This is an optimization exercise on Yosys and OpenROAD, whose aim is small area, not a production implementation. Only simulation tests tie the RTL to the original design; equivalence was not proved. Power figures rest on the tool's default switching activity, not on a simulated workload.

==> design/flow/design.v <==
module atomik_top_parallel #(
    parameter integer SYS_CLK_HZ = 94_500_000,
    parameter integer BAUD_RATE  = 115200,
    parameter integer N_BANKS    = 4
)(
    input  wire       sys_clk,
    input  wire       sys_rst_n,
    input  wire       uart_rx,
    output wire       uart_tx,
    output wire [5:0] led
);
    wire clk   = sys_clk;
    wire rst_n = sys_rst_n;
    localparam [22:0] HB_INIT = 23'h0AFD85;
    reg [22:0] hb;
    reg        por_done;
    reg        hb_top;
    wire       hb_low0 = ~|hb[21:0];
    always @(posedge clk or negedge rst_n) begin
        if (!rst_n) begin
            hb       <= HB_INIT;
            por_done <= 1'b0;
            hb_top   <= 1'b0;
        end else begin
            hb <= {hb[21:0], hb[22] ^ hb[17] ^ hb_low0};
            if (hb_low0 & ~hb[22]) begin
                if (por_done)
                    hb_top <= ~hb_top;
                else
                    por_done <= 1'b1;
            end
        end
    end
    localparam [9:0] RX_HALF = 10'h268;
    localparam [9:0] RX_FULL = 10'h248;
    localparam [9:0] RX_END  = 10'h377;
    reg [2:0] rx_sync;
    always @(posedge clk or negedge rst_n) begin
        if (!rst_n)
            rx_sync <= 3'b111;
        else
            rx_sync <= {rx_sync[1:0], uart_rx | ~por_done};
    end
    wire rx_pin = rx_sync[2];
    localparam RX_IDLE  = 2'd0;
    localparam RX_START = 2'd1;
    localparam RX_DATA  = 2'd2;
    localparam RX_STOP  = 2'd3;
    reg [1:0] rx_state;
    reg       rx_valid;
    reg [9:0] rx_cnt;
    reg [2:0] rx_bit;       
    reg       rx_b;         
    reg       c0, c1, c_ok;  
    wire rx_end    = (rx_cnt == RX_END);
    wire rx_sample = (rx_state == RX_DATA) && rx_end;
    always @(posedge clk or negedge rst_n) begin
        if (!rst_n) begin
            rx_state <= RX_IDLE;
            rx_valid <= 1'b0;
        end else begin
            rx_valid <= 1'b0;
            case (rx_state)
                RX_IDLE:  if (!rx_pin) rx_state <= RX_START;
                RX_START: if (rx_end) rx_state <= rx_pin ? RX_IDLE : RX_DATA;
                RX_DATA:  if (rx_end && rx_bit == 3'd6) rx_state <= RX_STOP;
                RX_STOP:  if (rx_end) begin
                              rx_valid <= 1'b1;
                              rx_state <= RX_IDLE;
                          end
            endcase
        end
    end
    wire [2:0] k = rx_bit + 3'd1;
    wire exp_bit = ((k == 3'd2 || k == 3'd3) & ~c0 & ~c1) | ((k == 3'd4) & c1) | (k == 3'd6);
    always @(posedge clk) begin
        if (rx_state == RX_IDLE)
            rx_cnt <= RX_HALF;
        else if (rx_end)
            rx_cnt <= RX_FULL;
        else
            rx_cnt <= {rx_cnt[8:0], ~(rx_cnt[9] ^ rx_cnt[6])};
        if (rx_state == RX_START && rx_end)
            rx_bit <= 3'd7;
        if (rx_sample) begin
            rx_b   <= rx_pin;
            rx_bit <= k;
            if (k == 3'd0) c0 <= rx_pin;
            if (k == 3'd1) c1 <= rx_pin;
            c_ok <= (k[2:1] == 2'b00) | (c_ok & (rx_pin == exp_bit));
        end
    end
    wire rx_is_L = c_ok & ~c0 & ~c1;
    wire rx_is_A = c_ok &  c0 & ~c1;
    wire rx_is_R = c_ok & ~c0 &  c1;
    wire rx_is_S = c_ok &  c0 &  c1;
    localparam CMD_IDLE      = 4'd0;
    localparam CMD_LOAD      = 4'd1;
    localparam CMD_ACCUM     = 4'd2;
    localparam CMD_READ      = 4'd3;
    localparam CMD_READ_WAIT = 4'd4;
    localparam CMD_STATUS    = 4'd5;
    localparam CMD_TX_START  = 4'd7;
    localparam CMD_TX_WAIT   = 4'd8;
    localparam CMD_TX_DONE   = 4'd9;
    reg [3:0] cmd_state;
    reg       cmd_active;
    reg [2:0] byte_cnt;      
    reg       is_status;
    reg       init_valid;    
    reg       acc_nz;        
    reg       nz;            
    reg       tx_busy;
    reg [3:0] tx_bitn;       
    wire in_idle  = (cmd_state == CMD_IDLE);
    wire in_load  = (cmd_state == CMD_LOAD);
    wire in_accum = (cmd_state == CMD_ACCUM);
    wire tx_start = (cmd_state == CMD_TX_WAIT) & ~tx_busy;
    reg  [5:0] ph;
    wire [2:0] slot_bit = (in_load | in_accum) ? rx_bit : tx_bitn[2:0];
    wire       match    = (ph == {byte_cnt, slot_bit});
    reg wpend;
    always @(posedge clk)
        wpend <= rx_sample | (wpend & ~match);
    wire wr_i = wpend & match & in_load;
    wire wr_d = wpend & match & in_accum;
    reg [63:0] ring_i;
    reg [63:0] ring_d;
    wire d_new = (ring_d[63] & acc_nz) ^ rx_b;
    always @(posedge clk) begin
        ph     <= {ph[4:0], ph[5] ^ ph[4] ^ ~|ph[4:0]};
        ring_i <= {ring_i[62:0], wr_i ? rx_b  : ring_i[63]};
        ring_d <= {ring_d[62:0], wr_d ? d_new : ring_d[63]};
    end
    wire rd_bit = (ring_i[63] & init_valid) ^ (ring_d[63] & acc_nz);
    always @(posedge clk or negedge rst_n) begin
        if (!rst_n) begin
            cmd_state  <= CMD_IDLE;
            cmd_active <= 1'b0;
            init_valid <= 1'b0;
            acc_nz     <= 1'b0;
            nz         <= 1'b0;
        end else begin
            if (in_idle)
                acc_nz <= nz;
            if (wr_d)
                nz <= nz | d_new;
            case (cmd_state)
                CMD_IDLE: begin
                    cmd_active <= 1'b0;
                    if (rx_valid) begin
                        if (rx_is_L) begin
                            cmd_state  <= CMD_LOAD;
                            init_valid <= 1'b1;
                            nz         <= 1'b0;
                        end
                        if (rx_is_A) begin
                            cmd_state  <= CMD_ACCUM;
                            nz         <= 1'b0;
                        end
                        if (rx_is_R) cmd_state <= CMD_READ;
                        if (rx_is_S) cmd_state <= CMD_STATUS;
                        if (c_ok)    cmd_active <= 1'b1;
                    end
                end
                CMD_LOAD, CMD_ACCUM: begin
                    if (rx_valid && byte_cnt == 3'd7) begin
                        cmd_state  <= CMD_IDLE;
                        cmd_active <= 1'b0;
                    end
                end
                CMD_READ:      cmd_state <= CMD_READ_WAIT;
                CMD_READ_WAIT: cmd_state <= CMD_TX_START;
                CMD_STATUS:    cmd_state <= CMD_TX_START;
                CMD_TX_START:  cmd_state <= CMD_TX_WAIT;
                CMD_TX_WAIT:   if (tx_busy) cmd_state <= CMD_TX_DONE;
                CMD_TX_DONE:   if (!tx_busy)
                                   cmd_state <= (!is_status && byte_cnt != 3'd7) ? CMD_TX_START : CMD_IDLE;
                default:       cmd_state <= CMD_IDLE;
            endcase
        end
    end
    always @(posedge clk) begin
        case (cmd_state)
            CMD_IDLE:            byte_cnt <= 3'd0;
            CMD_LOAD, CMD_ACCUM: if (rx_valid) byte_cnt <= byte_cnt + 3'd1;
            CMD_TX_DONE:         if (!tx_busy) byte_cnt <= byte_cnt + 3'd1;
            default: ;
        endcase
        if (cmd_state == CMD_READ_WAIT) is_status <= 1'b0;
        if (cmd_state == CMD_STATUS)    is_status <= 1'b1;
    end
    localparam [9:0] TX_END = 10'h084;
    reg [9:0] tx_cnt;
    reg       tx_out;
    reg       nb;            
    wire tx_end = (tx_cnt == TX_END);
    always @(posedge clk)
        if (match) nb <= rd_bit;
    wire tx_data_bit = is_status ? ((tx_bitn[2:0] == 3'd7) & ~acc_nz) : nb;
    always @(posedge clk or negedge rst_n) begin
        if (!rst_n) begin
            tx_busy <= 1'b0;
            tx_out  <= 1'b1;
        end else if (!tx_busy) begin
            if (tx_start) begin
                tx_busy <= 1'b1;
                tx_out  <= 1'b0;
            end
        end else if (tx_end) begin
            tx_out <= tx_bitn[3] ? 1'b1 : tx_data_bit;
            if (tx_bitn[3] & tx_bitn[0]) tx_busy <= 1'b0;
        end
    end
    always @(posedge clk) begin
        if (!tx_busy || tx_end)
            tx_cnt <= 10'd0;
        else
            tx_cnt <= {tx_cnt[8:0], ~(tx_cnt[9] ^ tx_cnt[6])};
        if (!tx_busy)
            tx_bitn <= 4'd0;
        else if (tx_end)
            tx_bitn <= tx_bitn + 4'd1;
    end
    assign uart_tx = tx_out;
    reg [19:0] act;
    reg        act_on;
    wire act_low0 = ~|act[18:0];
    always @(posedge clk) begin
        if (rx_valid)
            act <= 20'd1;
        else
            act <= {act[18:0], act[19] ^ act[16] ^ (act[19] & act_low0)};
    end
    always @(posedge clk or negedge rst_n) begin
        if (!rst_n)
            act_on <= 1'b0;
        else if (rx_valid)
            act_on <= 1'b1;
    end
    assign led[5] = 1'b0;
    assign led[4] = ~hb_top;
    assign led[3] = ~cmd_active;
    assign led[2] = acc_nz;
    assign led[1] = ~tx_busy;
    assign led[0] = ~act_on | (act_low0 & ~act[19]);
endmodule
==> design/flow/run.sh <==
#!/bin/bash
# synth_recipe.tcl (not shown) runs the flow's synth.tcl, then flattens the netlist and writes it again
# the make line also repeats each setting of config.mk as NAME=value (left out here)
make -C /OpenROAD-flow-scripts/flow DESIGN_CONFIG=/design/flow/config.mk WORK_HOME=/design/flow/orfs CLKGATE_MAP_FILE= SYNTH_SCRIPT=/design/flow/synth_recipe.tcl finish
==> design/flow/config.mk <==
export PLATFORM = sky130hd
export DESIGN_NAME = atomik_top_parallel
export DESIGN_NICKNAME = atomik_top_parallel
export VERILOG_FILES = /design/flow/design.v
export SDC_FILE = /design/flow/constraint.sdc
export NUM_CORES = 4
export LEC_CHECK = 0
export CAP_MARGIN = 20
export CORE_MARGIN = 2
export CORE_UTILIZATION = 40
export CTS_BUF_LIST = sky130_fd_sc_hd__clkbuf_4
export PLACE_DENSITY = 0.6
export SLEW_MARGIN = 20
==> design/flow/constraint.sdc <==
create_clock -name core_clock -period 10.0 [get_ports {sys_clk}]
set_input_delay 2.0000 -clock core_clock [delete_from_list [all_inputs] [get_ports {sys_clk}]]
set_output_delay 2.0000 -clock core_clock [all_outputs]
set_load 0.01 [all_outputs]
==> qor.csv, run 1 <==
stage,metric,value,unit
die,start_util,0.411,
yosys,synth_nets,493,
layout,nFillCells,1494,
yosys,synth_area_leader_cell,dfxtp_1,
global_route,grt-ovfl-total,0,
cts,cts_resized,0,
setup_path,critPathLaunchType,flip-flop,
timing,period_share,0.425,
timing,setup_viol,0,
placed_design,gp_congestion,0.842,
yosys,yosys.cell_count.top_type,dfxtp_1,
yosys,async_reset_ff_frac,0.180,
setup_path,cp.arrival,2.25,ns
placed_design,dp_hpwl,5810,um
setup_path,r2r_cells,6,
timing,layout_min_cycle_time,4.25,ns
yosys,synth_top_family_by_area,simple AND/OR/NAND/NOR gates,
yosys,synth_area_per_cell,13.7,um2
yosys,netlist_instances,481,
setup_path,worstPathCellList,"nor4_1, nand2_1, o41ai_1, clkdlybuf4s50_1",
timing,drv_slew,0,
detailed_routing,ant_nets,0,
hold_path,whs_path_depth,0,
global_route,grt_pass1_wl,17100,um
yosys,yosysUniqueCellTypes,58,
die,io_pins,10,
layout,final_util,0.474,
detailed_routing,detail_route.iter0.violations,213,
timing,finClkSkew,0.0289,ns
setup_path,critPathMaxStageDelay,0.59,ns
hold_path,hp-class,flip-flop to flip-flop,
cts,hold_buffers,0,
timing,worst_slew_pin_slew,0.939,ns
yosys,synthAdderAreaFrac,0.0171,
die,die_x,132,um
yosys,yosys_register_bits,233,
layout,multi_input_area,0.00146,mm2
die,core_area,0.0160,mm2
yosys,synth_compound_area_frac,0.0457,
cts,cts_sinks,233,
layout,layout-drive-gt1-share,0.199,
cts,htree_num_levels,2,
timing,slew-limit-headroom,0.374,
global_route,grt_usage,0.118,
detailed_routing,avgViaCountPerCell,4.42,
timing,rsz0062_at_grt,no,
layout,regArea,0.00500,mm2
die,num_rows,46,
setup_path,cp-end-kind,output pin,
cts,cts_made_buffers,55,
detailed_routing,vias,3509,
global_route,antenna_found_initial,1,
yosys,synth_area_leaders,"dfxtp_1 (55%), dfrtp_1 (9.9%), dfstp_2 (6.4%)",
global_route,grt_max_degree,43,
timing,setup_tns,0,ns
placed_design,post-place-cells,692,
cts,cts_root_buffer,clkbuf_4,
setup_path,path_max_fanout,2,
yosys,synth_simple_gate_area_frac,0.118,
power,p_leak,3.16,nW
yosys,ys_warn_count,1,
detailed_routing,wl_per_cell,12.2,um
power,fin_total_pwr,1.69,mW
detailed_routing,route.detailed.drc,0,
yosys,synth_edf_count,11,
setup_path,critPathSlowestCell,clkdlybuf4s50_1,
power,ir_worst_vdd,79.0,uV
yosys,synthXorXnorAreaFrac,0.0291,
detailed_routing,dr.pass1.iters,4,
cts,cts_tree,yes,
timing,hold_viol,0,
setup_path,path_class,flip-flop to output pin,
status,status,no timing/DRC/antenna violations,
cts,cts_max_path_buffers,3,
timing,fmax,236,MHz
yosys,synthMuxAreaShare,0.0114,
layout,instances_no_fill,794,
cts,insertion_delay,0.62,ns
global_route,grt_pass1_vias,3725,
detailed_routing,wirelength,9700,um
yosys,yosys.area.top_type_share,0.548,
job,cap_violations,0,
yosys,synth_ff_type,dfxtp_1,
yosys,synth_area,0.00658,mm2
cts,post-cts-setup-buffers,0,
placed_design,numPortBuffers,8,
layout,final_nets,545,
die,die_h,132,um
cts,clk_pin_slew,0.07,ns
die,dieArea,0.0175,mm2
yosys,synth_common_cells,"dfxtp_1 (180), dfrtp_1 (26), nand2_1 (26)",
layout,synthToLayoutAreaGrowth,15.2,%
yosys,yosysSeqAreaShare,0.761,
power,power_density,222,mW/mm2
setup_path,crit_required,8.00,ns
==> registers in the layout, summed over array words and instances, names as in the netlist, 3 cells and up, named ones only <==
name and cells:
rx_bit 3, rx_sync 3, tx_bitn 4, hb 23, rx_cnt 10, act 20, ring_d 64, tx_cnt 10
cmd_state 4, byte_cnt 3, ring_i 64, ph 6
==> cells in the final DEF (no fill, tap or decap), drive strengths merged, types with 4 or more instances in the layout <==
cell type / synthesis / final
inv: 13 / 14
xor2: 5 / 5
nor4: 12 / 12
clkbuf: 8 / 82
dfstp: 16 / 16
xnor2: 16 / 16
ha: 9 / 9
nor2b: 21 / 21
edfxtp: 11 / 11
nand3: 6 / 6
nand2: 26 / 26
clkinv: 0 / 17
nor2: 24 / 24
nor3: 9 / 9
o21ai: 6 / 6
a21oi: 10 / 10
mux2: 4 / 4
or2: 6 / 6
clkdlybuf4s50: 0 / 7
and2: 14 / 14
and3: 6 / 6
dfxtp: 180 / 180
dfrtp: 26 / 26
==> area by class of cell <==
| cell class | count | area share |
|---|---|---|
| sequential | 233 | 0.660 |
| inverter | 13 | 0.00644 |
| clock inverter | 19 | 0.0137 |
| multi-input combinational | 222 | 0.192 |
| clock buffer | 82 | 0.0812 |
| timing repair buffer | 8 | 0.00991 |
| tap | 216 | 0.0357 |
| antenna | 1 | 0.000330 |
==> worst max-delay path: cells and delay by family, from the launching register on <==
| family | cells | cell delay (ns) |
|---|---|---|
| flip-flops | 1 | 0.31 |
| buffers and inverters | 1 | 0.59 |
| AO/OA/AOI/OAI | 1 | 0.33 |
| AND/OR/NAND/NOR | 2 | 0.40 |
==> final timing paths <==
kind | from | to | slack [ns]
max | act[2] | led[0] | 5.75
min | ring_d[60] | ring_d[61] | 0.32
max reg2reg | rx_bit[0] | c_ok | 7.89
min reg2reg | ring_d[60] | ring_d[61] | 0.32
max in group asynchronous | sys_rst_n | cmd_state[2] | 7.87
min in group asynchronous | sys_rst_n | hb[4] | 1.52
==> metrics by stage <==
| stage | area (um2) | hold slack (ns) | setup WS [ns] |
|---|---|---|---|
| after global routing | 7580 | 0.324 | 5.50 |
| final | 7580 | 0.319 | 5.75 |
| after floorplan | 6580 | 0.310 | 6.80 |
| after CTS | 7580 | 0.309 | 5.65 |
| after global placement | 6860 | 0.311 | 6.40 |
| after detailed placement | 6860 | 0.312 | 6.36 |
==> routing by layer <==
metal,wire length (um),up-vias,GRT usage
met2,4150,73,0.166
li1,-,1769,-
met1,4880,1654,0.159
met5,0,-,0
met4,175,0,0.0663
met3,499,13,0.0408
==> cell families (layout without fill, tap and decap cells) <==
family          Yosys count  after routing
flops                   233            233
simple gates            141            141
compound gates           43             43
buf+inv                  26            122
xor+xnor                 21             21
fa+ha+maj                 9              9
mux                       7              7
other cells               1              2
==> power breakdown <==
| part | switching, mW | internal (mW) |
|---|---|---|
| registers | 0.000496 | 0.938 |
| clock network | 0.341 | 0.403 |
| logic | 0.00360 | 0.000744 |
| total | 0.345 | 1.34 |
==> run 2, diff against run 1 <==
--- a/design/flow/config.mk
+++ b/design/flow/config.mk
@@ -8,6 +8,5 @@
 export CAP_MARGIN = 20
 export CORE_MARGIN = 2
 export CORE_UTILIZATION = 40
-export CTS_BUF_LIST = sky130_fd_sc_hd__clkbuf_4
 export PLACE_DENSITY = 0.6
 export SLEW_MARGIN = 20
==> run 2 against run 1 <==
Still clean. Sequential power is essentially flat. Maximum frequency grew 2.7%. Utilization grew 0.88 points. Clock skew shrank 0.021 ns. Via count shrank 6.1%. Hold slack lost 0.0019 ns. Largest power group unchanged.
==> qor.csv, run 2 <==
stage,metric,value,unit,change
global_route,grt_usage,0.115,,-0.00370
timing,drv_slew,0,,unchanged
timing,slew-limit-headroom,0.375,,+0.000892
timing,setup_tns,0,ns,unchanged
layout,final_common_cell,dfxtp_1,,
die,num_rows,46,,unchanged
yosys,synth_ff_type,dfxtp_1,,
die,dieArea,0.0175,mm2,unchanged
detailed_routing,ant_nets,0,,unchanged
yosys,synth_area,0.00658,mm2,unchanged
placed_design,gp_congestion,0.842,,unchanged
cts,cts_made_buffers,24,,-56%
cts,insertion_delay,0.49,ns,-0.13 ns
detailed_routing,avgViaCountPerCell,4.48,,+1.3%
layout,final_nets,514,,-5.7%
layout,layout-drive-gt1-share,0.137,,-0.0628
detailed_routing,wirelength,9550,um,-1.6%
yosys,yosysSeqAreaShare,0.761,,unchanged
setup_path,critPathMaxStageDelay,0.59,ns,about the same
die,start_util,0.411,,unchanged
global_route,grt_max_degree,43,,unchanged
yosys,yosys_register_bits,233,,unchanged
setup_path,critPathLaunch,act[14],,
yosys,yosys.area.top_type_share,0.548,,unchanged
setup_path,path_max_fanout,2,,unchanged
hold_path,hp-class,flip-flop to flip-flop,,
cts,htree_num_levels,1,,-1
cts,cts_root_buffer,clkbuf_16,,
layout,largest_registers,"ring_d x64, ring_i x64, hb x23",,
cts,cts_sinks,233,,unchanged
layout,regArea,0.00500,mm2,unchanged
setup_path,critPathLaunchType,flip-flop,,
status,status,no timing/DRC/antenna violations,,
timing,worst_slew_pin_slew,0.938,ns,-0.00134 ns
detailed_routing,vias,3296,,-6.1%
job,cap_violations,0,,unchanged
placed_design,post-place-cells,692,,unchanged
yosys,synth_edf_count,11,,unchanged
yosys,synth_area_per_cell,13.7,um2,unchanged
layout,final_cell_mix,"dfxtp_1 (180), clkbuf_16 (28), nand2_1 (26), dfrtp_1 (26), nor2_1 (24)",,
yosys,synth_area_leaders,"dfxtp_1 (55%), dfrtp_1 (9.9%), dfstp_2 (6.4%)",,
setup_path,cp.arrival,2.13,ns,-0.12 ns
timing,rsz0062_at_grt,no,,
global_route,grt_pass1_vias,3447,,-7.5%
power,p_leak,3.16,nW,+0.19%
detailed_routing,dr.pass1.iters,4,,unchanged
die,die_h,132,um,unchanged
global_route,antenna_found_initial,0,,-1
detailed_routing,detail_route.iter0.violations,215,,+0.94%
detailed_routing,wl_per_cell,13.0,um,+6.2%
cts,cts_tree,yes,,
yosys,netlist_instances,481,,unchanged
layout,diodes,0,,-1
setup_path,r2r-start,rx_bit[0],,
cts,hold_buffers,0,,unchanged
setup_path,crit_required,8.00,ns,about the same
hold_path,min_from,ring_d[26],,
layout,instances_no_fill,736,,-7.3%
timing,fmax,242,MHz,+2.7%
setup_path,cp-end-kind,output pin,,
setup_path,critPathSlowestCell,clkdlybuf4s50_1,,
global_route,grt_pass1_wl,16800,um,-2.2%
timing,layout_min_cycle_time,4.13,ns,-0.112 ns
timing,finClkSkew,0.00825,ns,-0.0207 ns
yosys,ys_warn_count,1,,unchanged
cts,cts_resized,0,,unchanged
yosys,async_reset_ff_frac,0.180,,unchanged
timing,setup_viol,0,,unchanged
layout,multi_input_area,0.00146,mm2,unchanged
cts,cts_max_path_buffers,3,,unchanged
power,power_density,242,mW/mm2,+8.8%
yosys,synth_common_cells,"dfxtp_1 (180), dfrtp_1 (26), nand2_1 (26)",,
detailed_routing,route.detailed.drc,0,,unchanged
yosys,yosysUniqueCellTypes,58,,unchanged
die,io_pins,10,,unchanged
yosys,yosys.cell_count.top_type,dfxtp_1,,
placed_design,numPortBuffers,8,,unchanged
die,die_x,132,um,unchanged
yosys,synth_nets,493,,unchanged
setup_path,worstPathCellList,"or3_1, o41ai_1, clkdlybuf4s50_1",,
timing,period_share,0.413,,-0.0112
yosys,synth_area_leader_cell,dfxtp_1,,
global_route,grt-ovfl-total,0,,unchanged
layout,synthToLayoutAreaGrowth,17.4,%,
layout,nFillCells,1448,,-3.1%
setup_path,path_class,flip-flop to output pin,,
timing,hold_viol,0,,unchanged
cts,post-cts-setup-buffers,0,,unchanged
placed_design,dp_hpwl,5810,um,unchanged
die,core_area,0.0160,mm2,unchanged
power,ir_worst_vdd,106,uV,+35%
cts,clk_pin_slew,0.06,ns,about the same
## run 2: metrics by stage
step	hold slack, ns	area [um2]	setup slack, ns	power (mW)	utilization
6_report	0.317	7720	5.87	1.87	0.482
5_1_grt	0.331	7720	5.68	1.93	0.482
4_1_cts	0.320	7720	5.83	1.89	0.482
3_5_place_dp	0.312	6860	6.36	0.963	0.429
3_3_place_gp	0.311	6860	6.40	0.963	0.429
2_1_floorplan	0.310	6580	6.80	0.959	-
## run 2: final timing paths
kind | endpoint | slack, ns | cells past startpoint
min in group asynchronous | hb[4] | 1.66 | 1
setup reg to reg | c_ok | 7.94 | 6
hold reg to reg | ring_d[27] | 0.32 | 0
hold / removal | ring_d[27] | 0.32 | 0
max in group asynchronous | hb[22] | 7.77 | 1
setup / recovery | led[0] | 5.87 | 3
## run 2: cell type report
| class | instances | area share |
|---|---|---|
| Clock buffer | 33 | 0.0971 |
| Clock inverter | 11 | 0.0146 |
| Inverter | 13 | 0.00632 |
| Multi-Input combinational cell | 222 | 0.189 |
| Sequential cell | 233 | 0.648 |
| Tap cell | 216 | 0.0350 |
| Timing Repair Buffer | 8 | 0.00973 |
## run 2: logic make-up after synthesis
family	after synthesis	synth area share
compound gates	43	0.0457
xor+xnor	21	0.0291
fa+ha+maj	9	0.0171
buf+inv	26	0.0173
flops	233	0.761
mux	7	0.0114
other cells	1	0.000570
simple gates	141	0.118
## run 2: metal layers
| metal | track usage | vias up | routed length (um) |
|---|---|---|---|
| met5 | 0 | - | 0 |
| met4 | 0.0520 | 0 | 345 |
| met3 | 0.0235 | 23 | 377 |
| met2 | 0.169 | 51 | 3950 |
| met1 | 0.163 | 1560 | 4880 |
| li1 | - | 1662 | - |
## run 2: power breakdown
group          total (mW)  switching [mW]  internal [mW]
Clock               0.925           0.347          0.578
Combinational     0.00432         0.00358       0.000743
Sequential          0.939        0.000487          0.938
Total                1.87           0.351           1.52
## run 2: critical path: cells and delay by family, from the launching register on
kind	cells	cell delay (ns)
AO/OA/AOI/OAI	1	0.36
buffers and inverters	1	0.59
flip-flops	1	0.31
AND/OR/NAND/NOR	1	0.38
==> run 3, diff against run 2 <==
--- a/design/flow/config.mk
+++ b/design/flow/config.mk
@@ -7,6 +7,9 @@
 export LEC_CHECK = 0
 export CAP_MARGIN = 20
 export CORE_MARGIN = 2
-export CORE_UTILIZATION = 40
-export PLACE_DENSITY = 0.6
+export CORE_UTILIZATION = 70
+export CTS_BUF_LIST = sky130_fd_sc_hd__clkbuf_8
+export CTS_CLUSTER_DIAMETER = 60
+export CTS_CLUSTER_SIZE = 18
+export PLACE_DENSITY = 0.85
 export SLEW_MARGIN = 20
==> run 3 against run 2 <==
Design area fell by 9.0%. Synthesized area did not move. Power fell by 25%. Clock-buffer cell count fell by 16. Sequential cell count did not move. Still clean on timing, DRC and antenna. Sequential share of layout area rose by 6.4 points. Final cell count fell by 17%.
==> qor.csv, run 3 <==
stage,metric,value,unit,change
global_route,grt-ovfl-total,0,,unchanged
yosys,ys_warn_count,1,,unchanged
timing,fmax,240,MHz,-0.81%
yosys,synth_ff_type,dfxtp_1,,
detailed_routing,dr.pass1.iters,4,,unchanged
power,power_density,199,mW/mm2,-18%
yosys,yosys.cell_count.top_type,dfxtp_1,,
global_route,antenna_found_initial,0,,unchanged
detailed_routing,detail_route.iter0.violations,115,,-47%
power,ir_worst_vdd,155,uV,+46%
placed_design,dp_hpwl,6060,um,+4.4%
cts,insertion_delay,0.49,ns,about the same
yosys,synth_edf_count,11,,unchanged
timing,period_share,0.417,,+0.00337
detailed_routing,ant_nets,0,,unchanged
detailed_routing,wirelength,9550,um,about the same
cts,cts_made_buffers,17,,-29%
setup_path,critPathLaunchType,flip-flop,,
timing,finClkSkew,0.0282,ns,+0.0199 ns
timing,setup_viol,0,,unchanged
hold_path,min_from,ring_i[9],,
yosys,yosysUniqueCellTypes,58,,unchanged
timing,layout_min_cycle_time,4.17,ns,+0.0337 ns
power,fin_total_pwr,1.40,mW,-25%
setup_path,regToRegEndpoint,c_ok,,
cts,post-cts-setup-buffers,0,,unchanged
timing,worst_slew_pin_slew,0.927,ns,-0.0105 ns
global_route,grt_pass1_wl,16000,um,-4.4%
cts,cts_resized,0,,unchanged
yosys,synth_common_cells,"dfxtp_1 (180), dfrtp_1 (26), nand2_1 (26)",,
setup_path,r2r_cells,6,,unchanged
hold_path,min_to,ring_i[10],,
setup_path,path_class,flip-flop to output pin,,
die,core_area,0.00920,mm2,-43%
timing,hold_viol,0,,unchanged
global_route,grt_pass1_vias,3291,,-4.5%
setup_path,cp-end-kind,output pin,,
timing,setup_tns,0,ns,unchanged
detailed_routing,avgViaCountPerCell,5.45,,+22%
global_route,grt_usage,0.200,,+0.0850
yosys,synth_area_leader_cell,dfxtp_1,,
layout,layout-drive-gt1-share,0.0978,,-0.0387
placed_design,pre_cts_slack,6.37,ns,+0.00873 ns
yosys,synth_nets,493,,unchanged
hold_path,hp-class,flip-flop to flip-flop,,
timing,drv_slew,0,,unchanged
cts,htree_num_levels,1,,unchanged
timing,rsz0062_at_grt,no,,
detailed_routing,route.detailed.drc,0,,unchanged
setup_path,r2r-start,rx_bit[0],,
detailed_routing,vias,3338,,+1.3%
die,die_h,101,um,-24%
cts,clk_pin_slew,0.11,ns,+0.05 ns
layout,diodes,0,,unchanged
job,cap_violations,0,,unchanged
cts,cts_tree,yes,,
detailed_routing,wl_per_cell,15.6,um,+20%
yosys,synth_area_per_cell,13.7,um2,unchanged
die,io_pins,10,,unchanged
layout,synthToLayoutAreaGrowth,6.83,%,
cts,cts_sinks,233,,unchanged
yosys,synth_area_leaders,"dfxtp_1 (55%), dfrtp_1 (9.9%), dfstp_2 (6.4%)",,
yosys,synth_area,0.00658,mm2,unchanged
hold_path,whs_path_depth,0,,unchanged
die,die_x,101,um,-24%
setup_path,reg2reg_slack,7.89,ns,-0.05 ns
yosys,yosys_register_bits,233,,unchanged
status,status,no timing/DRC/antenna violations,,
placed_design,post-place-cells,587,,-15%
layout,final_nets,507,,-1.4%
yosys,netlist_instances,481,,unchanged
timing,slew-limit-headroom,0.376,,+0.00129
cts,cts_root_buffer,clkbuf_8,,
timing,setup_slack,5.83,ns,-0.0337 ns
layout,largest_registers,"ring_d x64, ring_i x64, hb x23",,
layout,final_util,0.764,,+0.282
cts,cts_max_path_buffers,3,,unchanged
die,dieArea,0.0102,mm2,-42%
setup_path,path_max_fanout,2,,unchanged
setup_path,cp.arrival,2.17,ns,+0.04 ns
layout,instances_no_fill,612,,-17%
placed_design,gp_congestion,0.821,,-2.4%
placed_design,numPortBuffers,8,,unchanged
layout,final_cell_mix,"dfxtp_1 (180), nand2_1 (26), dfrtp_1 (26)",,
yosys,yosys.area.top_type_share,0.548,,unchanged
yosys,async_reset_ff_frac,0.180,,unchanged
die,num_rows,35,,-24%
setup_path,crit_required,8.00,ns,about the same
layout,final_common_cell,dfxtp_1,,
power,p_leak,2.90,nW,-8.2%
yosys,yosysSeqAreaShare,0.761,,unchanged
cts,hold_buffers,0,,unchanged
global_route,grt_max_degree,43,,unchanged
die,start_util,0.715,,+0.304
==> run 3: cell counts after synthesis <==
No cell type changed its count.
==> run 3: kinds of logic (layout without fill, tap and decap cells) <==
| logic type | after synthesis | in the layout | share of synthesized area |
|---|---|---|---|
| buffers and inverters | 26 | 46 | 0.0173 |
| other | 1 | 1 | 0.000570 |
| AOI/OAI and AO/OA | 43 | 43 | 0.0457 |
| muxes | 7 | 7 | 0.0114 |
| and+or+nand+nor | 141 | 141 | 0.118 |
| xor gates and xnor gates | 21 | 21 | 0.0291 |
| adders and majority gates | 9 | 9 | 0.0171 |
| DFF | 233 | 233 | 0.761 |
==> run 3: routing by layer <==
| layer | routed length (um) | vias to the layer above | global-route usage |
|---|---|---|---|
| li1 | - | 1630 | - |
| met1 | 4440 | 1616 | 0.283 |
| met2 | 4490 | 66 | 0.306 |
| met3 | 313 | 26 | 0.0368 |
| met4 | 313 | 0 | 0.0863 |
| met5 | 0 | - | 0 |
==> run 3: worst max-delay path: stages, from the launching register on <==
cell	delay [ns]
dfxtp_1	0.33
nor4_1	0.37
nand2_1	0.13
o41ai_1	0.25
clkdlybuf4s50_1	0.59
==> run 3: cell type report <==
class                      instances  area [um2]
clock buffer                      17         234
inverter                          13        48.8
multi-input combinational        222        1460
sequential                       233        5000
tap                              111         139
timing repair buffer               8        75.1
fill                             531        2170
clock inverter                     8        66.3
==> run 3: report_power, final <==
part | leakage [nW] | internal (mW) | total, mW | switching, mW
registers | 2.09 | 0.937 | 0.938 | 0.000425
logic | 0.636 | 0.000744 | 0.00417 | 0.00342
clock network | 0.174 | 0.188 | 0.457 | 0.270
==> run 3: how the worst max path moves through the flow <==
stage | slack [ns] | depth (start not counted) | to | from
floorplan | 6.80 | 2 | led[0] | act[14]
global placement | 6.41 | 3 | led[0] | act[14]
detailed placement | 6.37 | 4 | led[0] | act[2]
CTS | 5.82 | 4 | led[0] | act[2]
global route | 5.72 | 4 | led[0] | act[2]
finish | 5.83 | 4 | led[0] | act[10]
==> run 3: stage by stage <==
step	cell area (um2)	hold slack, ns
after CTS	7030	0.335
after global routing	7030	0.340
after global placement	6730	0.312
after detailed placement	6730	0.312
after floorplan	6580	0.310
final	7030	0.324

==> what the ideal ports hide <==
Ports are ideal in the flow. The routed layouts listed here were re-timed in OpenROAD. Step 1: set_driving_cell puts a clkbuf_16 on sys_clk and a buf_2 on each other input, an assumption about the parent block. Step 2 moves the port delays by t, midway between the first and last clock arrival at a register: inputs arrive t later, outputs are due t later. That takes back most of the time a late clock gives input paths. a / b / c = no drivers / after step 1 / after step 2; a / b = the first two.
run	shift t [ns]	setup slack, ns	hold slack, ns	latest minus earliest clock arrival (ns)	slew at the worst register clock pin (ns)
run 1	0.641	5.755 / 5.723 / 6.364	0.319 / 0.319 / 0.319	0.029 / 0.029	0.07 / 0.07
run 2	0.526	5.867 / 5.828 / 6.355	0.317 / 0.317 / 0.317	0.011 / 0.011	0.06 / 0.06
run 3	0.514	5.833 / 5.797 / 6.311	0.324 / 0.324 / 0.324	0.029 / 0.028	0.11 / 0.11
After both steps every run listed still meets setup and hold.
